This design comes from an exercise in tuning for a short achievable clock period and few clock cycles on the open sky130 flow, not from production work.
Function was checked by simulation only, so behaviour that the tests miss may differ from the original.

==> flow/design.v, too long to show whole: its modules and the start of the top module <==
// module add_32: 6 lines
// module MUX2T1_32: 7 lines
// module MUX8T1_32: 22 lines
// module REG32: 11 lines
// module cmp_32: 30 lines
// module ImmGen: 26 lines
// module Regs: 26 lines
// module REG_IF_IS: 24 lines
// module FU_ALU: 82 lines
// module FU_mem: 50 lines
// module FU_mul: 30 lines
// module FU_div: 48 lines
// module FU_jump: 33 lines
// module CtrlUnit: 500 lines
// module RV32core: 73 lines
module  RV32core(
        input clk,   
        input rst,   
        output[31:0] imem_addr,
        input[31:0] imem_data,
        output[31:0] dmem_addr,
        output[31:0] dmem_wdata,
        output dmem_we,
        output[1:0] dmem_size,
        input[31:0] dmem_rdata
    );
  // ...
==> flow/run.sh <==
#!/bin/bash
# synth_recipe.tcl (not shown) runs the flow's synth.tcl, then flattens the netlist and writes it again
# the make line also repeats each setting of config.mk as NAME=value (left out here)
make -C /OpenROAD-flow-scripts/flow DESIGN_CONFIG=/design/flow/config.mk WORK_HOME=/design/flow/orfs CLKGATE_MAP_FILE= SYNTH_SCRIPT=/design/flow/synth_recipe.tcl finish
==> flow/config.mk <==
export PLATFORM = sky130hd
export DESIGN_NAME = RV32core
export DESIGN_NICKNAME = RV32core
export VERILOG_FILES = /design/flow/design.v
export SDC_FILE = /design/flow/constraint.sdc
export NUM_CORES = 4
export LEC_CHECK = 0
export CAP_MARGIN = 20
export CELL_PAD_IN_SITES_DETAIL_PLACEMENT = 1
export CELL_PAD_IN_SITES_GLOBAL_PLACEMENT = 2
export CORE_MARGIN = 2
export CORE_UTILIZATION = 35
export PLACE_DENSITY = 0.55
export SLEW_MARGIN = 20
==> flow/constraint.sdc <==
create_clock -name core_clock -period 12.0 [get_ports {clk}]
set_input_delay 2.4000 -clock core_clock [delete_from_list [all_inputs] [get_ports {clk}]]
set_output_delay 2.4000 -clock core_clock [all_outputs]
set_load 0.01 [all_outputs]
==> reports/results.txt, run 1 <==
vias per inst = 6.20
critical register-to-register path startpoint = mu.A_reg[31]$_DFFE_PP_
CTS resizes = 0
Reg2Reg Depth = 26
Hold Path Sink = mu.state[0]$_DFF_PP0_
worst setup path startpoint = mem.rs1_data_reg[0]$_DFFE_PP0P_
Critical Path RT = 9.60 ns
grt peak-use layer = met2
uppermost layer routed = met5
latest clock arrival within the worst-skew pair = 1.01 ns
final-report hold violation count = 0
met3 usage = 8.37%
unique cell type count in the Yosys netlist = 101
commonest non-fill, non-tap cell in the layout = nand2_1
hold_sp = mu.state[1]$_DFF_PP0_
CP top delay family = simple AND/OR/NAND/NOR gates
Final WS setup = 1.72 ns
synthesis-to-finish area growth = 12.9%
largest family of logic cells by synthesized area = adder cells
Slew HR = 14.3%
flop-to-flop setup slack = 2.28 ns
post-synthesis sequential area ratio = 35.8%
Post-Synth XOR/XNOR Area = 3.32%
#MultiIn Comb = 12.1k
Syn Inst Count = 16.8k
status = no timing/DRC/antenna violations
Post-Synth Adder-Cell Area = 17.9%
reg2reg end = mu.mulres[61]$_DFF_P_
Hold Crit Class = reg2reg
clk root buf = clkbuf_16
initial antenna violation count = 108
Synth top area share = 28.1%
row count = 246
WP data arrival = 7.88 ns
Top FF cell, synth = dfrtp_1
htree depth = 5
tap cells = 5,952
Max Fclk = 0.0973 GHz
Syn Nets = 18.5k
Testbench counts, summed over its fixed seeds: cycles 180,475.
==> module RV32core, before the edit <==
module  RV32core(
        input clk,   
        input rst,   
        output[31:0] imem_addr,
        input[31:0] imem_data,
        output[31:0] dmem_addr,
        output[31:0] dmem_wdata,
        output dmem_we,
        output[1:0] dmem_size,
        input[31:0] dmem_rdata
    );
    wire PC_EN_IF, IS_EN, FU_ALU_EN, FU_mem_EN, FU_mul_EN, FU_div_EN, FU_jump_EN;
    wire RegWrite_ctrl, ALUSrcA_ctrl, ALUSrcB_ctrl, mem_w_ctrl;
    wire[2:0] ImmSel_ctrl, bhw_ctrl, DatatoReg_ctrl, MUL_op_ctrl;
    wire[1:0] DIV_op_ctrl;
    wire[3:0] ALUControl_ctrl;
    wire[4:0] Jump_ctrl;
    wire[4:0] rs1_addr_ctrl, rs2_addr_ctrl, rd_ctrl;
    wire[31:0] PC_ctrl, imm_ctrl;
    wire [31:0] PC_IF, next_PC_IF, PC_4_IF, inst_IF;
    wire[31:0]inst_IS, PC_IS, Imm_out_IS;
    wire[31:0]rs1_data_RO, rs2_data_RO, ALUA_RO, ALUB_RO;
    wire FU_ALU_finish, FU_mem_finish, FU_mul_finish, FU_div_finish, FU_jump_finish, is_jump_FU;
    wire[31:0]ALUout_FU, mem_data_FU, mulres_FU, divres_FU, PC_jump_FU, PC_wb_FU;
    wire[31:0]ALUout_WB, mem_data_WB, mulres_WB, divres_WB, PC_wb_WB, wt_data_WB;
    assign PC_EN_IF = IS_EN | FU_jump_finish & is_jump_FU;
    REG32 REG_PC(.clk(clk),.rst(rst),.CE(PC_EN_IF),.D(next_PC_IF),.Q(PC_IF));
    add_32 add_IF(.a(PC_IF),.b(32'd4),.c(PC_4_IF));
    MUX2T1_32 mux_IF(.I0(PC_4_IF),.I1(PC_jump_FU),.s(FU_jump_finish & is_jump_FU),.o(next_PC_IF));
    assign imem_addr = PC_IF;
    assign inst_IF = imem_data;
    REG_IF_IS reg_IF_IS(.clk(clk),.rst(rst),.EN(IS_EN),
        .flush(1'b0),.PCOUT(PC_IF),.IR(inst_IF),
        .IR_IS(inst_IS),.PCurrent_IS(PC_IS));
    ImmGen imm_gen(.ImmSel(ImmSel_ctrl),.inst_field(inst_IS),.Imm_out(Imm_out_IS));
    CtrlUnit ctrl(.clk(clk),.rst(rst),.PC(PC_IS),.inst(inst_IS),.imm(Imm_out_IS),
        .ALU_done(FU_ALU_finish),.MEM_done(FU_mem_finish),.MUL_done(FU_mul_finish),.DIV_done(FU_div_finish),.JUMP_done(FU_jump_finish),.is_jump(is_jump_FU),
        .IS_en(IS_EN),.ImmSel(ImmSel_ctrl),.ALU_en(FU_ALU_EN),
        .MEM_en(FU_mem_EN),.MUL_en(FU_mul_EN),.DIV_en(FU_div_EN),.JUMP_en(FU_jump_EN),
        .PC_ctrl(PC_ctrl),.imm_ctrl(imm_ctrl),.rs1_ctrl(rs1_addr_ctrl),.rs2_ctrl(rs2_addr_ctrl),
        .JUMP_op(Jump_ctrl),.ALU_op(ALUControl_ctrl),.ALU_use_PC(ALUSrcA_ctrl),.ALU_use_imm(ALUSrcB_ctrl),
        .MEM_we(mem_w_ctrl),.MEM_bhw(bhw_ctrl),.MUL_op(MUL_op_ctrl),.DIV_op(DIV_op_ctrl),
        .write_sel(DatatoReg_ctrl),.reg_write(RegWrite_ctrl),.rd_ctrl(rd_ctrl)    
    );
    Regs register(.clk(clk),.rst(rst),
        .R_addr_A(rs1_addr_ctrl),.rdata_A(rs1_data_RO),
        .R_addr_B(rs2_addr_ctrl),.rdata_B(rs2_data_RO),
        .L_S(RegWrite_ctrl),.Wt_addr(rd_ctrl),.Wt_data(wt_data_WB));
    MUX2T1_32 mux_imm_ALU_RO_A(.I0(rs1_data_RO),.I1(PC_ctrl),.s(ALUSrcA_ctrl),.o(ALUA_RO));
    MUX2T1_32 mux_imm_ALU_RO_B(.I0(rs2_data_RO),.I1(imm_ctrl),.s(ALUSrcB_ctrl),.o(ALUB_RO));
    FU_ALU alu(.clk(clk),.rst(rst),.EN(FU_ALU_EN),.finish(FU_ALU_finish),
        .ALUControl(ALUControl_ctrl),.ALUA(ALUA_RO),.ALUB(ALUB_RO),.res(ALUout_FU),
        .zero(),.overflow());
    FU_mem mem(.clk(clk),.rst(rst),.EN(FU_mem_EN),.finish(FU_mem_finish),
        .mem_w(mem_w_ctrl),.bhw(bhw_ctrl),.rs1_data(rs1_data_RO),.rs2_data(rs2_data_RO),
        .imm(imm_ctrl),.mem_data(mem_data_FU),
        .dmem_addr(dmem_addr),.dmem_wdata(dmem_wdata),.dmem_we(dmem_we),
        .dmem_size(dmem_size),.dmem_rdata(dmem_rdata));
    FU_mul mu(.clk(clk),.rst(rst),.EN(FU_mul_EN),.finish(FU_mul_finish),.op(MUL_op_ctrl),
        .A(rs1_data_RO),.B(rs2_data_RO),.res(mulres_FU));
    FU_div du(.clk(clk),.rst(rst),.EN(FU_div_EN),.finish(FU_div_finish),.op(DIV_op_ctrl),
        .A(rs1_data_RO),.B(rs2_data_RO),.res(divres_FU));
    FU_jump ju(.clk(clk),.rst(rst),.EN(FU_jump_EN),.finish(FU_jump_finish),
        .JALR(Jump_ctrl[4]),.cmp_ctrl(Jump_ctrl[3:0]),.rs1_data(rs1_data_RO),.rs2_data(rs2_data_RO),
        .imm(imm_ctrl),.PC(PC_ctrl),.PC_jump(PC_jump_FU),.PC_wb(PC_wb_FU),.is_jump(is_jump_FU));
    REG32 reg_WB_ALU(.clk(clk),.rst(rst),.CE(FU_ALU_finish),.D(ALUout_FU),.Q(ALUout_WB));
    REG32 reg_WB_mem(.clk(clk),.rst(rst),.CE(FU_mem_finish),.D(mem_data_FU),.Q(mem_data_WB));
    REG32 reg_WB_mul(.clk(clk),.rst(rst),.CE(FU_mul_finish),.D(mulres_FU),.Q(mulres_WB));
    REG32 reg_WB_div(.clk(clk),.rst(rst),.CE(FU_div_finish),.D(divres_FU),.Q(divres_WB));
    REG32 reg_WB_jump(.clk(clk),.rst(rst),.CE(FU_jump_finish),.D(PC_wb_FU),.Q(PC_wb_WB));
    MUX8T1_32 mux_DtR(.s(DatatoReg_ctrl),.I0(ALUout_WB),.I1(mem_data_WB),.I2(mulres_WB),.I3(divres_WB),
        .I4(PC_wb_WB),.I5(32'd0),.I6(32'd0),.I7(32'd0),.o(wt_data_WB));
endmodule
==> inputs of run 2 (changes only) <==
--- a/flow/design.v
+++ b/flow/design.v
@@ -293,35 +293,159 @@
         {bhw_reg[2] ? 24'b0 : {24{dmem_rdata[7]}}, dmem_rdata[7:0]};
 endmodule
 `timescale 1ns / 1ps
-module FU_mul(
-    input clk, rst, EN,
-    input[2:0] op,       
-    input[31:0] A, B,
-    output[31:0] res,
-    output finish
+module mul_csa1(
+    input[31:0] a, b,
+    input sa, sb,           
+    output[511:0] rows
 );
-    reg[6:0] state;
-    assign finish = state[0] == 1'b1;
-    reg[2:0] op_reg;
-    reg[31:0] A_reg, B_reg;
-    always@(posedge clk or posedge rst) begin
-        if (rst) state <= 0;
-        else if(EN & ~|state) state <= 7'b100_0000;
-        else state <= {1'b0, state[6:1]};
-    end
-    always@(posedge clk) begin
-        if(EN & ~|state) begin
-            A_reg <= A;
-            B_reg <= B;
-            op_reg <= op;
-        end
-    end
-    wire signed[32:0] a_ext = {~op_reg[2] & A_reg[31], A_reg};
-    wire signed[32:0] b_ext = {~op_reg[1] & B_reg[31], B_reg};
-    wire signed[65:0] prod = a_ext * b_ext;
-    reg[63:0] mulres;
-    always@(posedge clk) mulres <= prod[63:0];
-    assign res = op_reg[0] ? mulres[63:32] : mulres[31:0];
+    wire[63:0] A = {{32{sa & a[31]}}, a};
+    wire b32 = sb & b[31];
+    wire [63:0] pp0 = {64{b[0]}} & (A << 0);
+    wire [63:0] pp1 = {64{b[1]}} & (A << 1);
+    wire [63:0] pp2 = {64{b[2]}} & (A << 2);
+    wire [63:0] pp3 = {64{b[3]}} & (A << 3);
+    wire [63:0] pp4 = {64{b[4]}} & (A << 4);
+    wire [63:0] pp5 = {64{b[5]}} & (A << 5);
+    wire [63:0] pp6 = {64{b[6]}} & (A << 6);
+    wire [63:0] pp7 = {64{b[7]}} & (A << 7);
+    wire [63:0] pp8 = {64{b[8]}} & (A << 8);
+    wire [63:0] pp9 = {64{b[9]}} & (A << 9);
+    wire [63:0] pp10 = {64{b[10]}} & (A << 10);
+    wire [63:0] pp11 = {64{b[11]}} & (A << 11);
+    wire [63:0] pp12 = {64{b[12]}} & (A << 12);
+    wire [63:0] pp13 = {64{b[13]}} & (A << 13);
+    wire [63:0] pp14 = {64{b[14]}} & (A << 14);
+    wire [63:0] pp15 = {64{b[15]}} & (A << 15);
+    wire [63:0] pp16 = {64{b[16]}} & (A << 16);
+    wire [63:0] pp17 = {64{b[17]}} & (A << 17);
+    wire [63:0] pp18 = {64{b[18]}} & (A << 18);
+    wire [63:0] pp19 = {64{b[19]}} & (A << 19);
+    wire [63:0] pp20 = {64{b[20]}} & (A << 20);
+    wire [63:0] pp21 = {64{b[21]}} & (A << 21);
+    wire [63:0] pp22 = {64{b[22]}} & (A << 22);
+    wire [63:0] pp23 = {64{b[23]}} & (A << 23);
+    wire [63:0] pp24 = {64{b[24]}} & (A << 24);
+    wire [63:0] pp25 = {64{b[25]}} & (A << 25);
+    wire [63:0] pp26 = {64{b[26]}} & (A << 26);
+    wire [63:0] pp27 = {64{b[27]}} & (A << 27);
+    wire [63:0] pp28 = {64{b[28]}} & (A << 28);
+    wire [63:0] pp29 = {64{b[29]}} & (A << 29);
+    wire [63:0] pp30 = {64{b[30]}} & (A << 30);
+    wire [63:0] pp31 = {64{b[31]}} & (A << 31);
+    wire [63:0] pp32 = {64{b32}} & ~(A << 32);
+    wire [63:0] pp33 = {63'd0, b32};
+    wire [63:0] l0_s0 = pp0 ^ pp1 ^ pp2;
+    wire [63:0] l0_c0_m = (pp0 & pp1) | (pp0 & pp2) | (pp1 & pp2);
+    wire [63:0] l0_c0 = {l0_c0_m[62:0], 1'b0};
+    wire [63:0] l0_s1 = pp3 ^ pp4 ^ pp5;
+    wire [63:0] l0_c1_m = (pp3 & pp4) | (pp3 & pp5) | (pp4 & pp5);
+    wire [63:0] l0_c1 = {l0_c1_m[62:0], 1'b0};
+    wire [63:0] l0_s2 = pp6 ^ pp7 ^ pp8;
+    wire [63:0] l0_c2_m = (pp6 & pp7) | (pp6 & pp8) | (pp7 & pp8);
+    wire [63:0] l0_c2 = {l0_c2_m[62:0], 1'b0};
+    wire [63:0] l0_s3 = pp9 ^ pp10 ^ pp11;
+    wire [63:0] l0_c3_m = (pp9 & pp10) | (pp9 & pp11) | (pp10 & pp11);
+    wire [63:0] l0_c3 = {l0_c3_m[62:0], 1'b0};
+    wire [63:0] l0_s4 = pp12 ^ pp13 ^ pp14;
+    wire [63:0] l0_c4_m = (pp12 & pp13) | (pp12 & pp14) | (pp13 & pp14);
+    wire [63:0] l0_c4 = {l0_c4_m[62:0], 1'b0};
+    wire [63:0] l0_s5 = pp15 ^ pp16 ^ pp17;
+    wire [63:0] l0_c5_m = (pp15 & pp16) | (pp15 & pp17) | (pp16 & pp17);
+    wire [63:0] l0_c5 = {l0_c5_m[62:0], 1'b0};
+    wire [63:0] l0_s6 = pp18 ^ pp19 ^ pp20;
+    wire [63:0] l0_c6_m = (pp18 & pp19) | (pp18 & pp20) | (pp19 & pp20);
+    wire [63:0] l0_c6 = {l0_c6_m[62:0], 1'b0};
+    wire [63:0] l0_s7 = pp21 ^ pp22 ^ pp23;
+    wire [63:0] l0_c7_m = (pp21 & pp22) | (pp21 & pp23) | (pp22 & pp23);
+    wire [63:0] l0_c7 = {l0_c7_m[62:0], 1'b0};
+    wire [63:0] l0_s8 = pp24 ^ pp25 ^ pp26;
+    wire [63:0] l0_c8_m = (pp24 & pp25) | (pp24 & pp26) | (pp25 & pp26);
+    wire [63:0] l0_c8 = {l0_c8_m[62:0], 1'b0};
+    wire [63:0] l0_s9 = pp27 ^ pp28 ^ pp29;
+    wire [63:0] l0_c9_m = (pp27 & pp28) | (pp27 & pp29) | (pp28 & pp29);
+    wire [63:0] l0_c9 = {l0_c9_m[62:0], 1'b0};
+    wire [63:0] l0_s10 = pp30 ^ pp31 ^ pp32;
+    wire [63:0] l0_c10_m = (pp30 & pp31) | (pp30 & pp32) | (pp31 & pp32);
+    wire [63:0] l0_c10 = {l0_c10_m[62:0], 1'b0};
+    wire [63:0] l1_s0 = l0_s0 ^ l0_c0 ^ l0_s1;
+    wire [63:0] l1_c0_m = (l0_s0 & l0_c0) | (l0_s0 & l0_s1) | (l0_c0 & l0_s1);
+    wire [63:0] l1_c0 = {l1_c0_m[62:0], 1'b0};
+    wire [63:0] l1_s1 = l0_c1 ^ l0_s2 ^ l0_c2;
+    wire [63:0] l1_c1_m = (l0_c1 & l0_s2) | (l0_c1 & l0_c2) | (l0_s2 & l0_c2);
+    wire [63:0] l1_c1 = {l1_c1_m[62:0], 1'b0};
+    wire [63:0] l1_s2 = l0_s3 ^ l0_c3 ^ l0_s4;
+    wire [63:0] l1_c2_m = (l0_s3 & l0_c3) | (l0_s3 & l0_s4) | (l0_c3 & l0_s4);
+    wire [63:0] l1_c2 = {l1_c2_m[62:0], 1'b0};
+    wire [63:0] l1_s3 = l0_c4 ^ l0_s5 ^ l0_c5;
+    wire [63:0] l1_c3_m = (l0_c4 & l0_s5) | (l0_c4 & l0_c5) | (l0_s5 & l0_c5);
+    wire [63:0] l1_c3 = {l1_c3_m[62:0], 1'b0};
+    wire [63:0] l1_s4 = l0_s6 ^ l0_c6 ^ l0_s7;
+    wire [63:0] l1_c4_m = (l0_s6 & l0_c6) | (l0_s6 & l0_s7) | (l0_c6 & l0_s7);
+    wire [63:0] l1_c4 = {l1_c4_m[62:0], 1'b0};
+    wire [63:0] l1_s5 = l0_c7 ^ l0_s8 ^ l0_c8;
+    wire [63:0] l1_c5_m = (l0_c7 & l0_s8) | (l0_c7 & l0_c8) | (l0_s8 & l0_c8);
+    wire [63:0] l1_c5 = {l1_c5_m[62:0], 1'b0};
+    wire [63:0] l1_s6 = l0_s9 ^ l0_c9 ^ l0_s10;
+    wire [63:0] l1_c6_m = (l0_s9 & l0_c9) | (l0_s9 & l0_s10) | (l0_c9 & l0_s10);
+    wire [63:0] l1_c6 = {l1_c6_m[62:0], 1'b0};
+    wire [63:0] l2_s0 = l1_s0 ^ l1_c0 ^ l1_s1;
+    wire [63:0] l2_c0_m = (l1_s0 & l1_c0) | (l1_s0 & l1_s1) | (l1_c0 & l1_s1);
+    wire [63:0] l2_c0 = {l2_c0_m[62:0], 1'b0};
+    wire [63:0] l2_s1 = l1_c1 ^ l1_s2 ^ l1_c2;
+    wire [63:0] l2_c1_m = (l1_c1 & l1_s2) | (l1_c1 & l1_c2) | (l1_s2 & l1_c2);
+    wire [63:0] l2_c1 = {l2_c1_m[62:0], 1'b0};
+    wire [63:0] l2_s2 = l1_s3 ^ l1_c3 ^ l1_s4;
+    wire [63:0] l2_c2_m = (l1_s3 & l1_c3) | (l1_s3 & l1_s4) | (l1_c3 & l1_s4);
+    wire [63:0] l2_c2 = {l2_c2_m[62:0], 1'b0};
+    wire [63:0] l2_s3 = l1_c4 ^ l1_s5 ^ l1_c5;
+    wire [63:0] l2_c3_m = (l1_c4 & l1_s5) | (l1_c4 & l1_c5) | (l1_s5 & l1_c5);
+    wire [63:0] l2_c3 = {l2_c3_m[62:0], 1'b0};
+    wire [63:0] l2_s4 = l1_s6 ^ l1_c6 ^ l0_c10;
+    wire [63:0] l2_c4_m = (l1_s6 & l1_c6) | (l1_s6 & l0_c10) | (l1_c6 & l0_c10);
+    wire [63:0] l2_c4 = {l2_c4_m[62:0], 1'b0};
+    wire [63:0] l3_s0 = l2_s0 ^ l2_c0 ^ l2_s1;
+    wire [63:0] l3_c0_m = (l2_s0 & l2_c0) | (l2_s0 & l2_s1) | (l2_c0 & l2_s1);
+    wire [63:0] l3_c0 = {l3_c0_m[62:0], 1'b0};
+    wire [63:0] l3_s1 = l2_c1 ^ l2_s2 ^ l2_c2;
+    wire [63:0] l3_c1_m = (l2_c1 & l2_s2) | (l2_c1 & l2_c2) | (l2_s2 & l2_c2);
+    wire [63:0] l3_c1 = {l3_c1_m[62:0], 1'b0};
+    wire [63:0] l3_s2 = l2_s3 ^ l2_c3 ^ l2_s4;
+    wire [63:0] l3_c2_m = (l2_s3 & l2_c3) | (l2_s3 & l2_s4) | (l2_c3 & l2_s4);
+    wire [63:0] l3_c2 = {l3_c2_m[62:0], 1'b0};
+    assign rows = {pp33, l2_c4, l3_c2, l3_s2, l3_c1, l3_s1, l3_c0, l3_s0};
+endmodule
+module mul_csa2(
+    input[511:0] rows,
+    output[63:0] s, c
+);
+    wire [63:0] r0 = rows[63:0];
+    wire [63:0] r1 = rows[127:64];
+    wire [63:0] r2 = rows[191:128];
+    wire [63:0] r3 = rows[255:192];
+    wire [63:0] r4 = rows[319:256];
+    wire [63:0] r5 = rows[383:320];
+    wire [63:0] r6 = rows[447:384];
+    wire [63:0] r7 = rows[511:448];
+    wire [63:0] l4_s0 = r0 ^ r1 ^ r2;
+    wire [63:0] l4_c0_m = (r0 & r1) | (r0 & r2) | (r1 & r2);
+    wire [63:0] l4_c0 = {l4_c0_m[62:0], 1'b0};
+    wire [63:0] l4_s1 = r3 ^ r4 ^ r5;
+    wire [63:0] l4_c1_m = (r3 & r4) | (r3 & r5) | (r4 & r5);
+    wire [63:0] l4_c1 = {l4_c1_m[62:0], 1'b0};
+    wire [63:0] l5_s0 = l4_s0 ^ l4_c0 ^ l4_s1;
+    wire [63:0] l5_c0_m = (l4_s0 & l4_c0) | (l4_s0 & l4_s1) | (l4_c0 & l4_s1);
+    wire [63:0] l5_c0 = {l5_c0_m[62:0], 1'b0};
+    wire [63:0] l5_s1 = l4_c1 ^ r6 ^ r7;
+    wire [63:0] l5_c1_m = (l4_c1 & r6) | (l4_c1 & r7) | (r6 & r7);
+    wire [63:0] l5_c1 = {l5_c1_m[62:0], 1'b0};
+    wire [63:0] l6_s0 = l5_s0 ^ l5_c0 ^ l5_s1;
+    wire [63:0] l6_c0_m = (l5_s0 & l5_c0) | (l5_s0 & l5_s1) | (l5_c0 & l5_s1);
+    wire [63:0] l6_c0 = {l6_c0_m[62:0], 1'b0};
+    wire [63:0] l7_s0 = l6_s0 ^ l6_c0 ^ l5_c1;
+    wire [63:0] l7_c0_m = (l6_s0 & l6_c0) | (l6_s0 & l5_c1) | (l6_c0 & l5_c1);
+    wire [63:0] l7_c0 = {l7_c0_m[62:0], 1'b0};
+    assign s = l7_s0;
+    assign c = l7_c0;
 endmodule
 `timescale 1ns / 1ps
 module FU_div(
@@ -919,65 +1043,404 @@
         output[1:0] dmem_size,
         input[31:0] dmem_rdata
     );
-    wire PC_EN_IF, IS_EN, FU_ALU_EN, FU_mem_EN, FU_mul_EN, FU_div_EN, FU_jump_EN;
-    wire RegWrite_ctrl, ALUSrcA_ctrl, ALUSrcB_ctrl, mem_w_ctrl;
-    wire[2:0] ImmSel_ctrl, bhw_ctrl, DatatoReg_ctrl, MUL_op_ctrl;
-    wire[1:0] DIV_op_ctrl;
-    wire[3:0] ALUControl_ctrl;
-    wire[4:0] Jump_ctrl;
-    wire[4:0] rs1_addr_ctrl, rs2_addr_ctrl, rd_ctrl;
-    wire[31:0] PC_ctrl, imm_ctrl;
-    wire [31:0] PC_IF, next_PC_IF, PC_4_IF, inst_IF;
-    wire[31:0]inst_IS, PC_IS, Imm_out_IS;
-    wire[31:0]rs1_data_RO, rs2_data_RO, ALUA_RO, ALUB_RO;
-    wire FU_ALU_finish, FU_mem_finish, FU_mul_finish, FU_div_finish, FU_jump_finish, is_jump_FU;
-    wire[31:0]ALUout_FU, mem_data_FU, mulres_FU, divres_FU, PC_jump_FU, PC_wb_FU;
-    wire[31:0]ALUout_WB, mem_data_WB, mulres_WB, divres_WB, PC_wb_WB, wt_data_WB;
-    assign PC_EN_IF = IS_EN | FU_jump_finish & is_jump_FU;
-    REG32 REG_PC(.clk(clk),.rst(rst),.CE(PC_EN_IF),.D(next_PC_IF),.Q(PC_IF));
-    add_32 add_IF(.a(PC_IF),.b(32'd4),.c(PC_4_IF));
-    MUX2T1_32 mux_IF(.I0(PC_4_IF),.I1(PC_jump_FU),.s(FU_jump_finish & is_jump_FU),.o(next_PC_IF));
-    assign imem_addr = PC_IF;
-    assign inst_IF = imem_data;
-    REG_IF_IS reg_IF_IS(.clk(clk),.rst(rst),.EN(IS_EN),
-        .flush(1'b0),.PCOUT(PC_IF),.IR(inst_IF),
-        .IR_IS(inst_IS),.PCurrent_IS(PC_IS));
-    ImmGen imm_gen(.ImmSel(ImmSel_ctrl),.inst_field(inst_IS),.Imm_out(Imm_out_IS));
-    CtrlUnit ctrl(.clk(clk),.rst(rst),.PC(PC_IS),.inst(inst_IS),.imm(Imm_out_IS),
-        .ALU_done(FU_ALU_finish),.MEM_done(FU_mem_finish),.MUL_done(FU_mul_finish),.DIV_done(FU_div_finish),.JUMP_done(FU_jump_finish),.is_jump(is_jump_FU),
-        .IS_en(IS_EN),.ImmSel(ImmSel_ctrl),.ALU_en(FU_ALU_EN),
-        .MEM_en(FU_mem_EN),.MUL_en(FU_mul_EN),.DIV_en(FU_div_EN),.JUMP_en(FU_jump_EN),
-        .PC_ctrl(PC_ctrl),.imm_ctrl(imm_ctrl),.rs1_ctrl(rs1_addr_ctrl),.rs2_ctrl(rs2_addr_ctrl),
-        .JUMP_op(Jump_ctrl),.ALU_op(ALUControl_ctrl),.ALU_use_PC(ALUSrcA_ctrl),.ALU_use_imm(ALUSrcB_ctrl),
-        .MEM_we(mem_w_ctrl),.MEM_bhw(bhw_ctrl),.MUL_op(MUL_op_ctrl),.DIV_op(DIV_op_ctrl),
-        .write_sel(DatatoReg_ctrl),.reg_write(RegWrite_ctrl),.rd_ctrl(rd_ctrl)    
-    );
-    Regs register(.clk(clk),.rst(rst),
-        .R_addr_A(rs1_addr_ctrl),.rdata_A(rs1_data_RO),
-        .R_addr_B(rs2_addr_ctrl),.rdata_B(rs2_data_RO),
-        .L_S(RegWrite_ctrl),.Wt_addr(rd_ctrl),.Wt_data(wt_data_WB));
-    MUX2T1_32 mux_imm_ALU_RO_A(.I0(rs1_data_RO),.I1(PC_ctrl),.s(ALUSrcA_ctrl),.o(ALUA_RO));
-    MUX2T1_32 mux_imm_ALU_RO_B(.I0(rs2_data_RO),.I1(imm_ctrl),.s(ALUSrcB_ctrl),.o(ALUB_RO));
-    FU_ALU alu(.clk(clk),.rst(rst),.EN(FU_ALU_EN),.finish(FU_ALU_finish),
-        .ALUControl(ALUControl_ctrl),.ALUA(ALUA_RO),.ALUB(ALUB_RO),.res(ALUout_FU),
-        .zero(),.overflow());
-    FU_mem mem(.clk(clk),.rst(rst),.EN(FU_mem_EN),.finish(FU_mem_finish),
-        .mem_w(mem_w_ctrl),.bhw(bhw_ctrl),.rs1_data(rs1_data_RO),.rs2_data(rs2_data_RO),
-        .imm(imm_ctrl),.mem_data(mem_data_FU),
-        .dmem_addr(dmem_addr),.dmem_wdata(dmem_wdata),.dmem_we(dmem_we),
-        .dmem_size(dmem_size),.dmem_rdata(dmem_rdata));
-    FU_mul mu(.clk(clk),.rst(rst),.EN(FU_mul_EN),.finish(FU_mul_finish),.op(MUL_op_ctrl),
-        .A(rs1_data_RO),.B(rs2_data_RO),.res(mulres_FU));
-    FU_div du(.clk(clk),.rst(rst),.EN(FU_div_EN),.finish(FU_div_finish),.op(DIV_op_ctrl),
-        .A(rs1_data_RO),.B(rs2_data_RO),.res(divres_FU));
-    FU_jump ju(.clk(clk),.rst(rst),.EN(FU_jump_EN),.finish(FU_jump_finish),
-        .JALR(Jump_ctrl[4]),.cmp_ctrl(Jump_ctrl[3:0]),.rs1_data(rs1_data_RO),.rs2_data(rs2_data_RO),
-        .imm(imm_ctrl),.PC(PC_ctrl),.PC_jump(PC_jump_FU),.PC_wb(PC_wb_FU),.is_jump(is_jump_FU));
-    REG32 reg_WB_ALU(.clk(clk),.rst(rst),.CE(FU_ALU_finish),.D(ALUout_FU),.Q(ALUout_WB));
-    REG32 reg_WB_mem(.clk(clk),.rst(rst),.CE(FU_mem_finish),.D(mem_data_FU),.Q(mem_data_WB));
-    REG32 reg_WB_mul(.clk(clk),.rst(rst),.CE(FU_mul_finish),.D(mulres_FU),.Q(mulres_WB));
-    REG32 reg_WB_div(.clk(clk),.rst(rst),.CE(FU_div_finish),.D(divres_FU),.Q(divres_WB));
-    REG32 reg_WB_jump(.clk(clk),.rst(rst),.CE(FU_jump_finish),.D(PC_wb_FU),.Q(PC_wb_WB));
-    MUX8T1_32 mux_DtR(.s(DatatoReg_ctrl),.I0(ALUout_WB),.I1(mem_data_WB),.I2(mulres_WB),.I3(divres_WB),
-        .I4(PC_wb_WB),.I5(32'd0),.I6(32'd0),.I7(32'd0),.o(wt_data_WB));
+    reg [31:0] pc_f;
+    assign imem_addr = pc_f;
+    reg        d_v;
+    reg [31:0] d_ir, d_pc;
+    reg        d_fhit, d_ft, d_fact;      
+    reg [31:0] d_ftgt;                    
+    reg        e_v, e_wen;
+    reg [4:0]  e_rd;
+    reg [31:0] e_a, e_b, e_sd, e_c, e_tgt, e_pc4;
+    reg        e_fa_em, e_fa_mw, e_fb_em, e_fb_mw, e_fs_em, e_fs_mw;
+    reg        e_sub, e_r_sum, e_r_slt, e_r_sltu, e_r_xor, e_r_or, e_r_and, e_r_sll, e_r_sr, e_r_pass;
+    reg        e_sra;
+    reg        e_ld, e_st, e_br, e_jal, e_jalr, e_mul, e_div, e_pred;
+    reg [31:0] e_pc;
+    reg        e_jp;                      
+    reg [31:0] e_jc;                      
+    reg [2:0]  e_f3;
+    reg        m_v, m_wen, m_ld, m_mul, m_mulhi, m_inr, m_we;
+    reg [4:0]  m_rd;
+    reg [2:0]  m_f3;
+    reg [31:0] m_res, m_sd;
+    reg [511:0] m_rows;
+    reg        m_bu, m_bt;                
+    reg [31:0] m_bpc, m_btgt;
+    reg        w_v, w_wen, w_mul, w_mulhi;
+    reg [4:0]  w_rd;
+    reg [31:0] w_res;
+    reg [63:0] w_ms, w_mc;
+    reg [31:0] rf [1:31];
+    reg [31:1] rf_ok;
+    reg [127:0] bp_v;
+    reg [57:0]  bp_e [0:127];             
+    always @(posedge clk or posedge rst) begin
+        if (rst) bp_v <= 128'd0;
+        else if (m_bu) bp_v[m_bpc[8:2]] <= 1'b1;
+    end
+    always @(posedge clk) begin
+        if (m_bu) bp_e[m_bpc[8:2]] <= {m_bt, m_btgt, m_bpc[31:9], m_bpc[1:0]};
+    end
+    wire [6:0]  f_i = pc_f[8:2];
+    genvar h;
+    generate
+        for (h = 0; h < 64; h = h + 1) begin : bt1
+            wire [58:0] x = f_i[0] ? {bp_v[2*h+1], bp_e[2*h+1]} : {bp_v[2*h], bp_e[2*h]};
+        end
+        for (h = 0; h < 32; h = h + 1) begin : bt2
+            wire [58:0] x = f_i[1] ? bt1[2*h+1].x : bt1[2*h].x;
+        end
+        for (h = 0; h < 16; h = h + 1) begin : bt3
+            wire [58:0] x = f_i[2] ? bt2[2*h+1].x : bt2[2*h].x;
+        end
+        for (h = 0; h < 8; h = h + 1) begin : bt4
+            wire [58:0] x = f_i[3] ? bt3[2*h+1].x : bt3[2*h].x;
+        end
+        for (h = 0; h < 4; h = h + 1) begin : bt5
+            wire [58:0] x = f_i[4] ? bt4[2*h+1].x : bt4[2*h].x;
+        end
+        for (h = 0; h < 2; h = h + 1) begin : bt6
+            wire [58:0] x = f_i[5] ? bt5[2*h+1].x : bt5[2*h].x;
+        end
+    endgenerate
+    wire [58:0] f_e = f_i[6] ? bt6[1].x : bt6[0].x;
+    wire        f_v     = f_e[58];
+    wire        f_t     = f_e[57];
+    wire        f_act   = f_v & f_t;
+    wire [31:0] f_tgt   = f_e[56:25];
+    wire        f_tagok = f_e[24:0] == {pc_f[31:9], pc_f[1:0]};
+    wire [63:0] w_prod = w_ms + w_mc;
+    wire [31:0] w_val = w_mul ? (w_mulhi ? w_prod[63:32] : w_prod[31:0]) : w_res;
+    wire        w_we = w_v & w_wen;
+    always @(posedge clk or posedge rst) begin
+        if (rst) rf_ok <= 31'd0;
+        else if (w_we) rf_ok[w_rd] <= 1'b1;
+    end
+    always @(posedge clk) begin
+        if (w_we) rf[w_rd] <= w_val;
+    end
+    wire [6:0] opc = d_ir[6:0];
+    wire [2:0] f3  = d_ir[14:12];
+    wire [4:0] rd  = d_ir[11:7];
+    wire [4:0] rs1 = d_ir[19:15];
+    wire [4:0] rs2 = d_ir[24:20];
+    wire is_lui   = opc == 7'b0110111;
+    wire is_auipc = opc == 7'b0010111;
+    wire is_jal   = opc == 7'b1101111;
+    wire is_jalr  = opc == 7'b1100111;
+    wire is_br    = opc == 7'b1100011;
+    wire is_ld    = opc == 7'b0000011;
+    wire is_st    = opc == 7'b0100011;
+    wire is_opi   = opc == 7'b0010011;
+    wire is_op    = opc == 7'b0110011;
+    wire is_md    = is_op & d_ir[25];
+    wire is_mul   = is_md & ~f3[2];
+    wire is_div   = is_md & f3[2];
+    wire is_alu   = is_opi | (is_op & ~d_ir[25]);
+    wire [31:0] imm_i = {{20{d_ir[31]}}, d_ir[31:20]};
+    wire [31:0] imm_s = {{20{d_ir[31]}}, d_ir[31:25], d_ir[11:7]};
+    wire [31:0] imm_b = {{19{d_ir[31]}}, d_ir[31], d_ir[7], d_ir[30:25], d_ir[11:8], 1'b0};
+    wire [31:0] imm_u = {d_ir[31:12], 12'b0};
+    wire [31:0] imm_j = {{11{d_ir[31]}}, d_ir[31], d_ir[19:12], d_ir[20], d_ir[30:21], 1'b0};
+    wire use1 = ~(is_lui | is_auipc | is_jal);
+    wire use2 = is_op | is_st | is_br;
+    wire wrd  = is_lui | is_auipc | is_jal | is_jalr | is_ld | is_opi | is_op;
+    wire wen  = wrd & (rd != 5'd0);
+    genvar g;
+    generate
+        for (g = 0; g < 16; g = g + 1) begin : ra1
+            wire [32:0] p = (g == 0) ? (rs1[0] ? {rf_ok[1], rf[1]} : 33'd0) :
+                            (rs1[0] ? {rf_ok[2*g+1], rf[2*g+1]} : {rf_ok[2*g], rf[2*g]});
+            wire [32:0] q = (g == 0) ? (rs2[0] ? {rf_ok[1], rf[1]} : 33'd0) :
+                            (rs2[0] ? {rf_ok[2*g+1], rf[2*g+1]} : {rf_ok[2*g], rf[2*g]});
+        end
+        for (g = 0; g < 8; g = g + 1) begin : ra2
+            wire [32:0] p = rs1[1] ? ra1[2*g+1].p : ra1[2*g].p;
+            wire [32:0] q = rs2[1] ? ra1[2*g+1].q : ra1[2*g].q;
+        end
+        for (g = 0; g < 4; g = g + 1) begin : ra3
+            wire [32:0] p = rs1[2] ? ra2[2*g+1].p : ra2[2*g].p;
+            wire [32:0] q = rs2[2] ? ra2[2*g+1].q : ra2[2*g].q;
+        end
+        for (g = 0; g < 2; g = g + 1) begin : ra4
+            wire [32:0] p = rs1[3] ? ra3[2*g+1].p : ra3[2*g].p;
+            wire [32:0] q = rs2[3] ? ra3[2*g+1].q : ra3[2*g].q;
+        end
+    endgenerate
+    wire [32:0] rfp = rs1[4] ? ra4[1].p : ra4[0].p;
+    wire [32:0] rfq = rs2[4] ? ra4[1].q : ra4[0].q;
+    wire [31:0] rf1 = rfp[31:0] & {32{rfp[32]}};
+    wire [31:0] rf2 = rfq[31:0] & {32{rfq[32]}};
+    wire wt1 = w_we & (w_rd == rs1);
+    wire wt2 = w_we & (w_rd == rs2);
+    wire [31:0] rv1 = wt1 ? w_val : rf1;
+    wire [31:0] rv2 = wt2 ? w_val : rf2;
+    wire fe1 = e_v & e_wen & (e_rd == rs1);
+    wire fe2 = e_v & e_wen & (e_rd == rs2);
+    wire fm1 = m_v & m_wen & (m_rd == rs1);
+    wire fm2 = m_v & m_wen & (m_rd == rs2);
+    wire slow_e = e_ld | e_mul;
+    wire hz = d_v & ((e_v & slow_e & e_wen & ((use1 & e_rd == rs1) | (use2 & e_rd == rs2))) |
+                     (m_v & m_mul & m_wen & ((use1 & m_rd == rs1) | (use2 & m_rd == rs2))));
+    wire pred_br = d_fhit ? d_ft : (d_ir[31] | f3[0]);
+    wire pred_d  = is_jal | (is_br & pred_br);
+    wire [31:0] d_off = is_auipc ? imm_u : is_jal ? imm_j : imm_b;
+    wire [31:0] d_tgt = d_pc + d_off;
+    wire [31:0] d_pc4 = d_pc + 32'd4;
+    wire e_busy;
+    wire [31:0] div_out;
+    wire [31:0] ea = e_fa_em ? m_res : e_fa_mw ? w_res : e_a;
+    wire [31:0] eb = e_fb_em ? m_res : e_fb_mw ? w_res : e_b;
+    wire [31:0] es = e_fs_em ? m_res : e_fs_mw ? w_res : e_sd;
+    wire [31:0] ebx = e_sub ? ~eb : eb;
+    wire [32:0] esum33 = {1'b0, ea} + {1'b0, ebx} + {32'd0, e_sub};
+    wire [31:0] esum = esum33[31:0];
+    wire e_eq  = ea == eb;
+    wire e_ltu = ~esum33[32];
+    wire e_lt  = (ea[31] ^ eb[31]) ? ea[31] : esum[31];
+    wire [31:0] e_shl = ea << eb[4:0];
+    wire [63:0] e_shr64 = {{32{e_sra & ea[31]}}, ea} >> eb[4:0];
+    wire [31:0] e_shr = e_shr64[31:0];
+    wire [31:0] e_res = ({32{e_r_sum}}  & esum) |
+                        ({32{e_r_slt}}  & {31'd0, e_lt}) |
+                        ({32{e_r_sltu}} & {31'd0, e_ltu}) |
+                        ({32{e_r_xor}}  & (ea ^ eb)) |
+                        ({32{e_r_or}}   & (ea | eb)) |
+                        ({32{e_r_and}}  & (ea & eb)) |
+                        ({32{e_r_sll}}  & e_shl) |
+                        ({32{e_r_sr}}   & e_shr) |
+                        ({32{e_r_pass}} & e_c) |
+                        ({32{e_div}}    & div_out);
+    wire e_cond  = e_f3[2] ? (e_f3[1] ? e_ltu : e_lt) : e_eq;
+    wire e_taken = e_cond ^ e_f3[0];
+    wire e_jok   = e_jp & (ea == e_jc);
+    wire redir_e = e_v & ((e_jalr & ~e_jok) | (e_br & (e_taken ^ e_pred)));
+    wire [31:0] tgt_e = e_jalr ? esum : (e_taken ? e_tgt : e_pc4);
+    wire [511:0] mul_rows;
+    mul_csa1 mul1(.a(ea), .b(eb), .sa(~(e_f3[1] & e_f3[0])), .sb(~e_f3[1]), .rows(mul_rows));
+    reg [1:0]  dv_st;            
+    reg [31:0] dv_a, dv_b;       
+    reg [5:0]  dv_k;             
+    reg [4:0]  dv_n;             
+    reg [31:0] dv_q, dv_r;
+    reg [33:0] dv_d3;
+    reg        dv_nq, dv_nr, dv_rem;
+    wire e_dv = e_v & e_div;
+    wire dv_sa = ~e_f3[0] & ea[31];
+    wire dv_sb = ~e_f3[0] & eb[31];
+    wire [31:0] dv_ma = dv_sa ? -ea : ea;
+    wire [31:0] dv_mb = dv_sb ? -eb : eb;
+    wire [5:0] lza_raw, lzb_raw;
+    lzc32 lzc_a(.x(dv_sa ? ~ea : ea), .n(lza_raw));
+    lzc32 lzc_b(.x(dv_sb ? ~eb : eb), .n(lzb_raw));
+    wire [5:0] lza = (dv_sa && lza_raw != 6'd0) ? lza_raw - 6'd1 : lza_raw;
+    wire [5:0] lzb = (dv_sb && lzb_raw == 6'd32) ? 6'd31 : lzb_raw;    
+    wire [6:0] kraw = {1'b0, lzb} - {1'b0, lza} + 7'd1;
+    wire dv_bz = ~|eb;
+    wire [5:0] kc = (kraw[6] | dv_bz) ? 6'd0 : kraw[5:0];
+    wire [5:0] ke = kc + {5'd0, kc[0]};       
+    wire [33:0] dv_r4 = {dv_r, dv_q[31:30]};
+    wire [34:0] dv_t1 = {1'b0, dv_r4} - {3'd0, dv_b};
+    wire [34:0] dv_t2 = {1'b0, dv_r4} - {2'd0, dv_b, 1'b0};
+    wire [34:0] dv_t3 = {1'b0, dv_r4} - {1'b0, dv_d3};
+    wire [63:0] dv_sh = {32'd0, dv_a} << (6'd32 - dv_k);
+    assign e_busy = e_dv & (dv_st != 2'd3);
+    wire [31:0] dv_qo = dv_nq ? -dv_q : dv_q;
+    wire [31:0] dv_ro = dv_nr ? -dv_r : dv_r;
+    assign div_out = dv_rem ? dv_ro : dv_qo;
+    always @(posedge clk or posedge rst) begin
+        if (rst) dv_st <= 2'd0;
+        else case (dv_st)
+            2'd0: if (e_dv) dv_st <= (ke == 6'd0) ? 2'd3 : 2'd1;
+            2'd1: dv_st <= 2'd2;
+            2'd2: if (dv_n == 5'd1) dv_st <= 2'd3;
+            default: dv_st <= 2'd0;
+        endcase
+    end
+    always @(posedge clk) begin
+        case (dv_st)
+            2'd0: begin
+                dv_r <= dv_ma;
+                dv_q <= {32{dv_bz}};
+                dv_a <= dv_ma;
+                dv_b <= dv_mb;
+                dv_k <= ke;
+                dv_nq <= (dv_sa ^ dv_sb) & |eb;
+                dv_nr <= dv_sa;
+                dv_rem <= e_f3[1];
+            end
+            2'd1: begin
+                dv_r <= dv_sh[63:32];
+                dv_q <= dv_sh[31:0];
+                dv_n <= dv_k[5:1];
+                dv_d3 <= {2'd0, dv_b} + {1'b0, dv_b, 1'b0};
+            end
+            2'd2: begin
+                dv_n <= dv_n - 5'd1;
+                if (~dv_t3[34]) begin
+                    dv_r <= dv_t3[31:0];
+                    dv_q <= {dv_q[29:0], 2'd3};
+                end
+                else if (~dv_t2[34]) begin
+                    dv_r <= dv_t2[31:0];
+                    dv_q <= {dv_q[29:0], 2'd2};
+                end
+                else if (~dv_t1[34]) begin
+                    dv_r <= dv_t1[31:0];
+                    dv_q <= {dv_q[29:0], 2'd1};
+                end
+                else begin
+                    dv_r <= dv_r4[31:0];
+                    dv_q <= {dv_q[29:0], 2'd0};
+                end
+            end
+            default: ;
+        endcase
+    end
+    wire [31:0] m_ld_val =
+        ~m_inr ? 32'd0 :
+        m_f3[1] ? dmem_rdata :
+        m_f3[0] ? {m_f3[2] ? 16'd0 : {16{dmem_rdata[15]}}, dmem_rdata[15:0]} :
+                  {m_f3[2] ? 24'd0 : {24{dmem_rdata[7]}}, dmem_rdata[7:0]};
+    wire [63:0] m_ms, m_mc;
+    mul_csa2 mul2(.rows(m_rows), .s(m_ms), .c(m_mc));
+    assign dmem_addr  = m_res;
+    assign dmem_wdata = m_sd;
+    assign dmem_size  = m_f3[1:0];
+    assign dmem_we    = m_we;
+    wire stall_d = e_busy | hz;
+    wire redir_d = d_v & ~stall_d & ((is_jal | is_br) ? ((pred_d ^ d_fact) | (pred_d & ~d_fhit)) :
+                                     (~is_jalr & d_fact));
+    wire [31:0] tgt_d = pred_d ? d_tgt : d_pc4;
+    always @(posedge clk or posedge rst) begin
+        if (rst) begin
+            pc_f <= 32'd0;
+            d_v <= 1'b0;
+        end
+        else if (redir_e) begin
+            pc_f <= tgt_e;
+            d_v <= 1'b0;
+        end
+        else if (~stall_d) begin
+            if (redir_d) begin
+                pc_f <= tgt_d;
+                d_v <= 1'b0;
+            end
+            else begin
+                pc_f <= f_act ? f_tgt : pc_f + 32'd4;
+                d_v <= 1'b1;
+            end
+        end
+    end
+    always @(posedge clk) begin
+        if (~redir_e & ~stall_d & ~redir_d) begin
+            d_ir <= imem_data;
+            d_pc <= pc_f;
+            d_fhit <= f_v & f_tagok;
+            d_ft <= f_t;
+            d_fact <= f_act;
+            d_ftgt <= f_tgt;
+        end
+    end
+    always @(posedge clk or posedge rst) begin
+        if (rst) e_v <= 1'b0;
+        else if (~e_busy) e_v <= d_v & ~hz & ~redir_e;
+    end
+    always @(posedge clk) begin
+        if (~e_busy) begin
+            e_wen <= wen;
+            e_rd <= rd;
+            e_a <= rv1;
+            e_b <= use2 & ~is_st ? rv2 : is_st ? imm_s : imm_i;
+            e_sd <= rv2;
+            e_c <= is_lui ? imm_u : is_auipc ? d_tgt : d_pc4;
+            e_tgt <= d_tgt;
+            e_pc4 <= d_pc4;
+            e_fa_em <= use1 & fe1;
+            e_fa_mw <= use1 & fm1;
+            e_fb_em <= use2 & ~is_st & fe2;
+            e_fb_mw <= use2 & ~is_st & fm2;
+            e_fs_em <= fe2;
+            e_fs_mw <= fm2;
+            e_sub <= is_br | (is_op & f3 == 3'd0 & d_ir[30]) | ((is_op | is_opi) & f3[2:1] == 2'b01);
+            e_r_sum <= is_ld | is_st | (is_alu & f3 == 3'd0);
+            e_r_slt <= is_alu & f3 == 3'd2;
+            e_r_sltu <= is_alu & f3 == 3'd3;
+            e_r_xor <= is_alu & f3 == 3'd4;
+            e_r_or <= is_alu & f3 == 3'd6;
+            e_r_and <= is_alu & f3 == 3'd7;
+            e_r_sll <= is_alu & f3 == 3'd1;
+            e_r_sr <= is_alu & f3 == 3'd5;
+            e_r_pass <= is_lui | is_auipc | is_jal | is_jalr;
+            e_sra <= d_ir[30];
+            e_ld <= is_ld;
+            e_st <= is_st;
+            e_br <= is_br;
+            e_jalr <= is_jalr;
+            e_mul <= is_mul;
+            e_div <= is_div;
+            e_pred <= pred_br;
+            e_jal <= is_jal;
+            e_pc <= d_pc;
+            e_jp <= d_fact & d_fhit;
+            e_jc <= d_ftgt - imm_i;
+            e_f3 <= f3;
+        end
+    end
+    always @(posedge clk or posedge rst) begin
+        if (rst) begin
+            m_v <= 1'b0;
+            m_we <= 1'b0;
+            m_bu <= 1'b0;
+        end
+        else begin
+            m_v <= e_v & ~e_busy;
+            m_bu <= e_v & (e_br | e_jal | e_jalr);
+            m_we <= e_v & ~e_busy & e_st & ~|esum[31:7];
+        end
+    end
+    always @(posedge clk) begin
+        m_wen <= e_wen;
+        m_rd <= e_rd;
+        m_ld <= e_ld;
+        m_mul <= e_mul;
+        m_mulhi <= e_f3 != 3'd0;
+        m_inr <= ~|esum[31:7];
+        m_f3 <= e_f3;
+        m_res <= e_res;
+        m_sd <= es;
+        m_rows <= mul_rows;
+        m_bt <= e_taken | e_jal | e_jalr;
+        m_bpc <= e_pc;
+        m_btgt <= e_jalr ? esum : e_tgt;
+    end
+    always @(posedge clk or posedge rst) begin
+        if (rst) w_v <= 1'b0;
+        else w_v <= m_v;
+    end
+    always @(posedge clk) begin
+        w_wen <= m_wen;
+        w_rd <= m_rd;
+        w_mul <= m_mul;
+        w_mulhi <= m_mulhi;
+        w_res <= m_ld ? m_ld_val : m_res;
+        w_ms <= m_ms;
+        w_mc <= m_mc;
+    end
+endmodule
+module lzc32(
+    input [31:0] x,
+    output [5:0] n
+);
+    wire n16 = ~|x[31:16];
+    wire [15:0] y16 = n16 ? x[15:0] : x[31:16];
+    wire n8 = ~|y16[15:8];
+    wire [7:0] y8 = n8 ? y16[7:0] : y16[15:8];
+    wire n4 = ~|y8[7:4];
+    wire [3:0] y4 = n4 ? y8[3:0] : y8[7:4];
+    wire n2 = ~|y4[3:2];
+    wire [1:0] y2 = n2 ? y4[1:0] : y4[3:2];
+    wire n1 = ~y2[1];
+    assign n = (x == 32'd0) ? 6'd32 : {1'b0, n16, n8, n4, n2, n1};
 endmodule
--- a/flow/config.mk
+++ b/flow/config.mk
@@ -5,6 +5,7 @@
 export SDC_FILE = /design/flow/constraint.sdc
 export NUM_CORES = 4
 export LEC_CHECK = 0
+export ABC_CLOCK_PERIOD_IN_PS = 3000
 export CAP_MARGIN = 20
 export CELL_PAD_IN_SITES_DETAIL_PLACEMENT = 1
 export CELL_PAD_IN_SITES_GLOBAL_PLACEMENT = 2
==> reports/results.txt, run 2 <==
status = did not finish
failing step = synthesis
error msg = ERROR: TCL interpreter returned an error: Source files actually used in the design:
Syn. warnings = 1
Testbench counts of run 2, summed over its fixed seeds: cycles 53,419.
==> inputs of run 3 (changes only) <==
--- a/flow/design.v
+++ b/flow/design.v
@@ -1074,42 +1074,42 @@
     reg [31:0] rf [1:31];
     reg [31:1] rf_ok;
     reg [127:0] bp_v;
-    reg [57:0]  bp_e [0:127];             
+    reg [7:0]   bp_e [0:127];             
+    wire m_bloc = (m_btgt[31:9] == m_bpc[31:9]) & (m_btgt[1:0] == 2'd0) & (m_bpc[1:0] == 2'd0);
     always @(posedge clk or posedge rst) begin
         if (rst) bp_v <= 128'd0;
-        else if (m_bu) bp_v[m_bpc[8:2]] <= 1'b1;
+        else if (m_bu & m_bloc) bp_v[m_bpc[8:2]] <= 1'b1;
     end
     always @(posedge clk) begin
-        if (m_bu) bp_e[m_bpc[8:2]] <= {m_bt, m_btgt, m_bpc[31:9], m_bpc[1:0]};
+        if (m_bu & m_bloc) bp_e[m_bpc[8:2]] <= {m_bt, m_btgt[8:2]};
     end
     wire [6:0]  f_i = pc_f[8:2];
     genvar h;
     generate
         for (h = 0; h < 64; h = h + 1) begin : bt1
-            wire [58:0] x = f_i[0] ? {bp_v[2*h+1], bp_e[2*h+1]} : {bp_v[2*h], bp_e[2*h]};
+            wire [8:0] x = f_i[0] ? {bp_v[2*h+1], bp_e[2*h+1]} : {bp_v[2*h], bp_e[2*h]};
         end
         for (h = 0; h < 32; h = h + 1) begin : bt2
-            wire [58:0] x = f_i[1] ? bt1[2*h+1].x : bt1[2*h].x;
+            wire [8:0] x = f_i[1] ? bt1[2*h+1].x : bt1[2*h].x;
         end
         for (h = 0; h < 16; h = h + 1) begin : bt3
-            wire [58:0] x = f_i[2] ? bt2[2*h+1].x : bt2[2*h].x;
+            wire [8:0] x = f_i[2] ? bt2[2*h+1].x : bt2[2*h].x;
         end
         for (h = 0; h < 8; h = h + 1) begin : bt4
-            wire [58:0] x = f_i[3] ? bt3[2*h+1].x : bt3[2*h].x;
+            wire [8:0] x = f_i[3] ? bt3[2*h+1].x : bt3[2*h].x;
         end
         for (h = 0; h < 4; h = h + 1) begin : bt5
-            wire [58:0] x = f_i[4] ? bt4[2*h+1].x : bt4[2*h].x;
+            wire [8:0] x = f_i[4] ? bt4[2*h+1].x : bt4[2*h].x;
         end
         for (h = 0; h < 2; h = h + 1) begin : bt6
-            wire [58:0] x = f_i[5] ? bt5[2*h+1].x : bt5[2*h].x;
+            wire [8:0] x = f_i[5] ? bt5[2*h+1].x : bt5[2*h].x;
         end
     endgenerate
-    wire [58:0] f_e = f_i[6] ? bt6[1].x : bt6[0].x;
-    wire        f_v     = f_e[58];
-    wire        f_t     = f_e[57];
+    wire [8:0]  f_e = f_i[6] ? bt6[1].x : bt6[0].x;
+    wire        f_v     = f_e[8] & (pc_f[1:0] == 2'd0);
+    wire        f_t     = f_e[7];
     wire        f_act   = f_v & f_t;
-    wire [31:0] f_tgt   = f_e[56:25];
-    wire        f_tagok = f_e[24:0] == {pc_f[31:9], pc_f[1:0]};
+    wire [31:0] f_tgt   = {pc_f[31:9], f_e[6:0], 2'b00};
     wire [63:0] w_prod = w_ms + w_mc;
     wire [31:0] w_val = w_mul ? (w_mulhi ? w_prod[63:32] : w_prod[31:0]) : w_res;
     wire        w_we = w_v & w_wen;
@@ -1221,7 +1221,7 @@
     mul_csa1 mul1(.a(ea), .b(eb), .sa(~(e_f3[1] & e_f3[0])), .sb(~e_f3[1]), .rows(mul_rows));
     reg [1:0]  dv_st;            
     reg [31:0] dv_a, dv_b;       
-    reg [5:0]  dv_k;             
+    reg [5:0]  dv_lza, dv_lzb;   
     reg [4:0]  dv_n;             
     reg [31:0] dv_q, dv_r;
     reg [33:0] dv_d3;
@@ -1231,20 +1231,20 @@
     wire dv_sb = ~e_f3[0] & eb[31];
     wire [31:0] dv_ma = dv_sa ? -ea : ea;
     wire [31:0] dv_mb = dv_sb ? -eb : eb;
+    wire dv_bz = ~|eb;
     wire [5:0] lza_raw, lzb_raw;
     lzc32 lzc_a(.x(dv_sa ? ~ea : ea), .n(lza_raw));
     lzc32 lzc_b(.x(dv_sb ? ~eb : eb), .n(lzb_raw));
     wire [5:0] lza = (dv_sa && lza_raw != 6'd0) ? lza_raw - 6'd1 : lza_raw;
     wire [5:0] lzb = (dv_sb && lzb_raw == 6'd32) ? 6'd31 : lzb_raw;    
-    wire [6:0] kraw = {1'b0, lzb} - {1'b0, lza} + 7'd1;
-    wire dv_bz = ~|eb;
-    wire [5:0] kc = (kraw[6] | dv_bz) ? 6'd0 : kraw[5:0];
-    wire [5:0] ke = kc + {5'd0, kc[0]};       
+    wire [6:0] dv_s  = 7'd31 - {1'b0, dv_lzb} + {1'b0, dv_lza};
+    wire [5:0] dv_sc = dv_s[5] ? 6'd32 : {1'b0, dv_s[4:1], 1'b0};
+    wire [63:0] dv_sh = {32'd0, dv_a} << dv_sc;
+    wire [4:0] dv_nn = 5'd16 - dv_sc[5:1];
     wire [33:0] dv_r4 = {dv_r, dv_q[31:30]};
     wire [34:0] dv_t1 = {1'b0, dv_r4} - {3'd0, dv_b};
     wire [34:0] dv_t2 = {1'b0, dv_r4} - {2'd0, dv_b, 1'b0};
     wire [34:0] dv_t3 = {1'b0, dv_r4} - {1'b0, dv_d3};
-    wire [63:0] dv_sh = {32'd0, dv_a} << (6'd32 - dv_k);
     assign e_busy = e_dv & (dv_st != 2'd3);
     wire [31:0] dv_qo = dv_nq ? -dv_q : dv_q;
     wire [31:0] dv_ro = dv_nr ? -dv_r : dv_r;
@@ -1252,8 +1252,8 @@
     always @(posedge clk or posedge rst) begin
         if (rst) dv_st <= 2'd0;
         else case (dv_st)
-            2'd0: if (e_dv) dv_st <= (ke == 6'd0) ? 2'd3 : 2'd1;
-            2'd1: dv_st <= 2'd2;
+            2'd0: if (e_dv) dv_st <= dv_bz ? 2'd3 : 2'd1;
+            2'd1: dv_st <= dv_s[5] ? 2'd3 : 2'd2;
             2'd2: if (dv_n == 5'd1) dv_st <= 2'd3;
             default: dv_st <= 2'd0;
         endcase
@@ -1262,18 +1262,19 @@
         case (dv_st)
             2'd0: begin
                 dv_r <= dv_ma;
-                dv_q <= {32{dv_bz}};
+                dv_q <= 32'hffffffff;
                 dv_a <= dv_ma;
                 dv_b <= dv_mb;
-                dv_k <= ke;
-                dv_nq <= (dv_sa ^ dv_sb) & |eb;
+                dv_lza <= lza;
+                dv_lzb <= lzb;
+                dv_nq <= (dv_sa ^ dv_sb) & ~dv_bz;
                 dv_nr <= dv_sa;
                 dv_rem <= e_f3[1];
             end
             2'd1: begin
                 dv_r <= dv_sh[63:32];
                 dv_q <= dv_sh[31:0];
-                dv_n <= dv_k[5:1];
+                dv_n <= dv_nn;
                 dv_d3 <= {2'd0, dv_b} + {1'b0, dv_b, 1'b0};
             end
             2'd2: begin
@@ -1337,7 +1338,7 @@
         if (~redir_e & ~stall_d & ~redir_d) begin
             d_ir <= imem_data;
             d_pc <= pc_f;
-            d_fhit <= f_v & f_tagok;
+            d_fhit <= f_v;
             d_ft <= f_t;
             d_fact <= f_act;
             d_ftgt <= f_tgt;
--- a/flow/config.mk
+++ b/flow/config.mk
@@ -10,6 +10,8 @@
 export CELL_PAD_IN_SITES_DETAIL_PLACEMENT = 1
 export CELL_PAD_IN_SITES_GLOBAL_PLACEMENT = 2
 export CORE_MARGIN = 2
-export CORE_UTILIZATION = 35
-export PLACE_DENSITY = 0.55
+export CORE_UTILIZATION = 45
+export PLACE_DENSITY = 0.6
+export SETUP_SLACK_MARGIN = 5
 export SLEW_MARGIN = 20
+export SYNTH_MEMORY_MAX_BITS = 16384
==> reports/results.txt, run 3 <==
Hold Path Stages = 0
max-slew violations = 0
post-synth top area cell = edfxtp_1
Synth top area share = 39.7%
Die ar. = 436,000 sq um
reg2reg end = pc_f[28]$_DFFE_PP0P_
status = no timing/DRC/antenna violations
die span in y = 660 um
clk root buf = clkbuf_16
GP Congestion = 0.979
Final WS setup = 5.22 ns
WP data arrival = 7.59 ns
Reg2Reg Depth = 19
drc violations = 0
synthesis-to-finish area growth = 11.3%
post-synthesis sequential area ratio = 48.6%
Congestion Overflow GR = 0
post-place setup slack = 3.71 ns
async set-reset flop share out of synthesis = 5.91%
Synth top cells by count = 2,560 x edfxtp_1, 1,668 x nor2_1, 1,564 x inv_1
# nets final = 16.9k
CTS tree = yes
core area = 428,000 sq um
RSZ-0062 raised after global routing = no
largest net degree at the start of global routing = 160
max reg flops = 1,024
Syn Nets = 16.9k
vias per inst = 6.17
Clock Sinks = 3,370
post-layout util = 50.4%
Startpoint Class = flip-flop
Syn. warnings = 1 (unchanged)
syn_area_per_cell = 12.8 sq um
Total Routed Length = 778,000 um
FF+latch count, synth = 3,370
Setup Crit Path Kind = reg2reg
Hold Crit Class = reg2reg
Vias = 132k
initial antenna violation count = 62
Final setup viols = 0
Max Fclk = 0.147 GHz
latest clock arrival within the worst-skew pair = 1.01 ns
htree depth = 5
Max Cap Violations = 0
hold_sp = e_pc[12]$_DFFE_PN_
number of global-route vias before repair = 140k
TNS Setup = 0 ns
average wire per standard cell = 36.5 um
unique cell type count in the Yosys netlist = 103
top cells by area, synth = edfxtp_1 40%, fa_1 12%, mux4_2 11%
Pre-antenna DRT Iters = 5
initial core utilization = 45.3%
first-pass GRT wire length = 1,090,000 um
final-report hold violation count = 0
most frequent cells in the layout = 2,560 x edfxtp_1, 1,633 x nor2_1, 1,554 x inv_1, 1,135 x fa_1, 984 x mux4_2
Top FF cell, synth = edfxtp_1
post-synthesis cell area = 194,000 sq um
Hold Worst Slack = 0.334 ns
die width = 660 um
Slew HR = 13.8%
Critical Path RT = 12.81 ns
Worst Max-Slew Pin Slew = 1.28 ns
critical register-to-register path startpoint = e_fa_mw$_DFFE_PN_
number of I/O port buffers = 164
Clock Path Buffers = 4
Hold Path Sink = m_bpc[12]$_DFF_P_
Post-synth EDFFs = 2,560
Syn Inst Count = 15.2k
most frequent cell after synthesis = edfxtp_1
post-route ant nets = 0
clock transition at the registers of the reported paths = 0.06 ns
final critical-path required period = 6.78 ns
1st-iter DRT viols = 13.0k
num ports = 165
crit path capture type = flip-flop
GRT Total Usage = 35.6%
final cycle utilization of the critical path = 56.5%
Setup Skew = 0.104 ns
flop-to-flop setup slack = 5.22 ns
layout cells sized above 1 = 14.2%
TritonCTS Buffers = 370
commonest non-fill, non-tap cell in the layout = edfxtp_1
row count = 240
hold-fix buffers at CTS = 0
CP max FO = 36
Detail Placement HPWL = 553,000 um
==> run 3: cell families after synthesis <==
group	synth area share (%)
fa+ha+maj	15.2
simple gates	7.29
mux	13.5
compound gates	8.16
xor+xnor	2.46
flops	48.6
buf+inv	4.84
==> run 3: metal layers <==
layer | vias to the layer above | wire, um | GRT usage, %
li1 | 54499 | - | -
met1 | 70300 | 302000 | 45.5
met2 | 5335 | 362000 | 56.7
met3 | 1423 | 54300 | 5.86
met4 | 34 | 59000 | 22.4
met5 | - | 227 | 0
==> run 3: stage by stage <==
stage | std cells | area [sq um]
finish | 21315 | 216000
global route | 21301 | 216000
CTS | 21195 | 215000
detailed placement | 20507 | 203000
global placement | 20504 | 203000
floorplan | 15171 | 194000
==> run 3: worst max-delay path by stage <==
stage / cells past startpoint / startpoint / slack (ns) / end
2_1_floorplan: 27 / e_fb_em$_DFFE_PN_ / 4.91 / d_fact$_DFFE_PP_
3_3_place_gp: 20 / e_fa_mw$_DFFE_PN_ / 3.60 / pc_f[31]$_DFFE_PP0P_
3_5_place_dp: 20 / e_fa_mw$_DFFE_PN_ / 3.71 / pc_f[31]$_DFFE_PP0P_
4_1_cts: 21 / e_fa_em$_DFFE_PN_ / 5.03 / pc_f[10]$_DFFE_PP0P_
5_1_grt: 20 / e_fa_mw$_DFFE_PN_ / 5.05 / pc_f[28]$_DFFE_PP0P_
6_report: 19 / e_fa_mw$_DFFE_PN_ / 5.22 / pc_f[28]$_DFFE_PP0P_
==> run 3: area by class of cell <==
class,instances,area [sq um]
Fill cell,42813,212000
Sequential cell,3370,94100
Multi-Input combinational cell,9340,91200
Clock buffer,448,9800
Tap cell,5687,7120
Inverter,1592,6010
Timing Repair Buffer,531,4550
Clock inverter,233,2560
Antenna cell,114,285
==> run 3: repair_timing <==
| item | in CTS | in global routing |
|---|---|---|
| cloned | 0 | 2 |
| setup endpoints to repair | 113 | 108 |
| buffers inserted | 7 | 3 |
| pin swaps | 0 | 2 |
| gates resized for setup | 18 | 12 |
| hold endpoints to repair | 0 | 0 |
==> run 3: worst max-delay path: stages, from the launching register on <==
cell	delay [ns]
edfxtp_1	0.33
clkbuf_8	0.40
mux2i_1	0.28
o21a_2	0.15
buf_4	0.72
inv_2	0.56
ha_1	0.52
a21oi_1	0.34
nor3b_1	0.24
o31ai_1	0.13
a211o_1	0.36
o31ai_2	0.31
o21ai_1	0.17
mux2i_1	0.19
a211o_2	0.15
buf_6	0.41
nand4b_1	0.23
o221ai_4	0.13
clkbuf_8	0.42
mux2_1	0.39
Testbench counts of run 3, summed over its fixed seeds: cycles 53,700.

port drivers added, routing unchanged:
Ports are ideal in the flow. The routed layouts listed here were re-timed in OpenROAD.
Step 1 sets driving cells, clkbuf_16 on the clock port and buf_2 on the other inputs (assumed; they add their load-dependent delay and slew).
Step 2 moves the port delays by t, midway between the first and last clock arrival at a register: inputs arrive t later, outputs are due t later. That takes back most of the time a late clock gives input paths.
Three values: ideal, step 1, step 2; two values: the first two.
| run | shift t [ns] | setup slack, ns | worst setup path at the end | worst slew at a driven data input, ns |
|---|---|---|---|---|
| run 1 | 1.090 | 1.720 / 1.584 / 2.281 | register to register | 0.12 |
| run 3 | 1.073 | 5.220 / 5.220 / 5.220 | register to register | 0.22 |
After both steps every run listed still meets setup and hold.
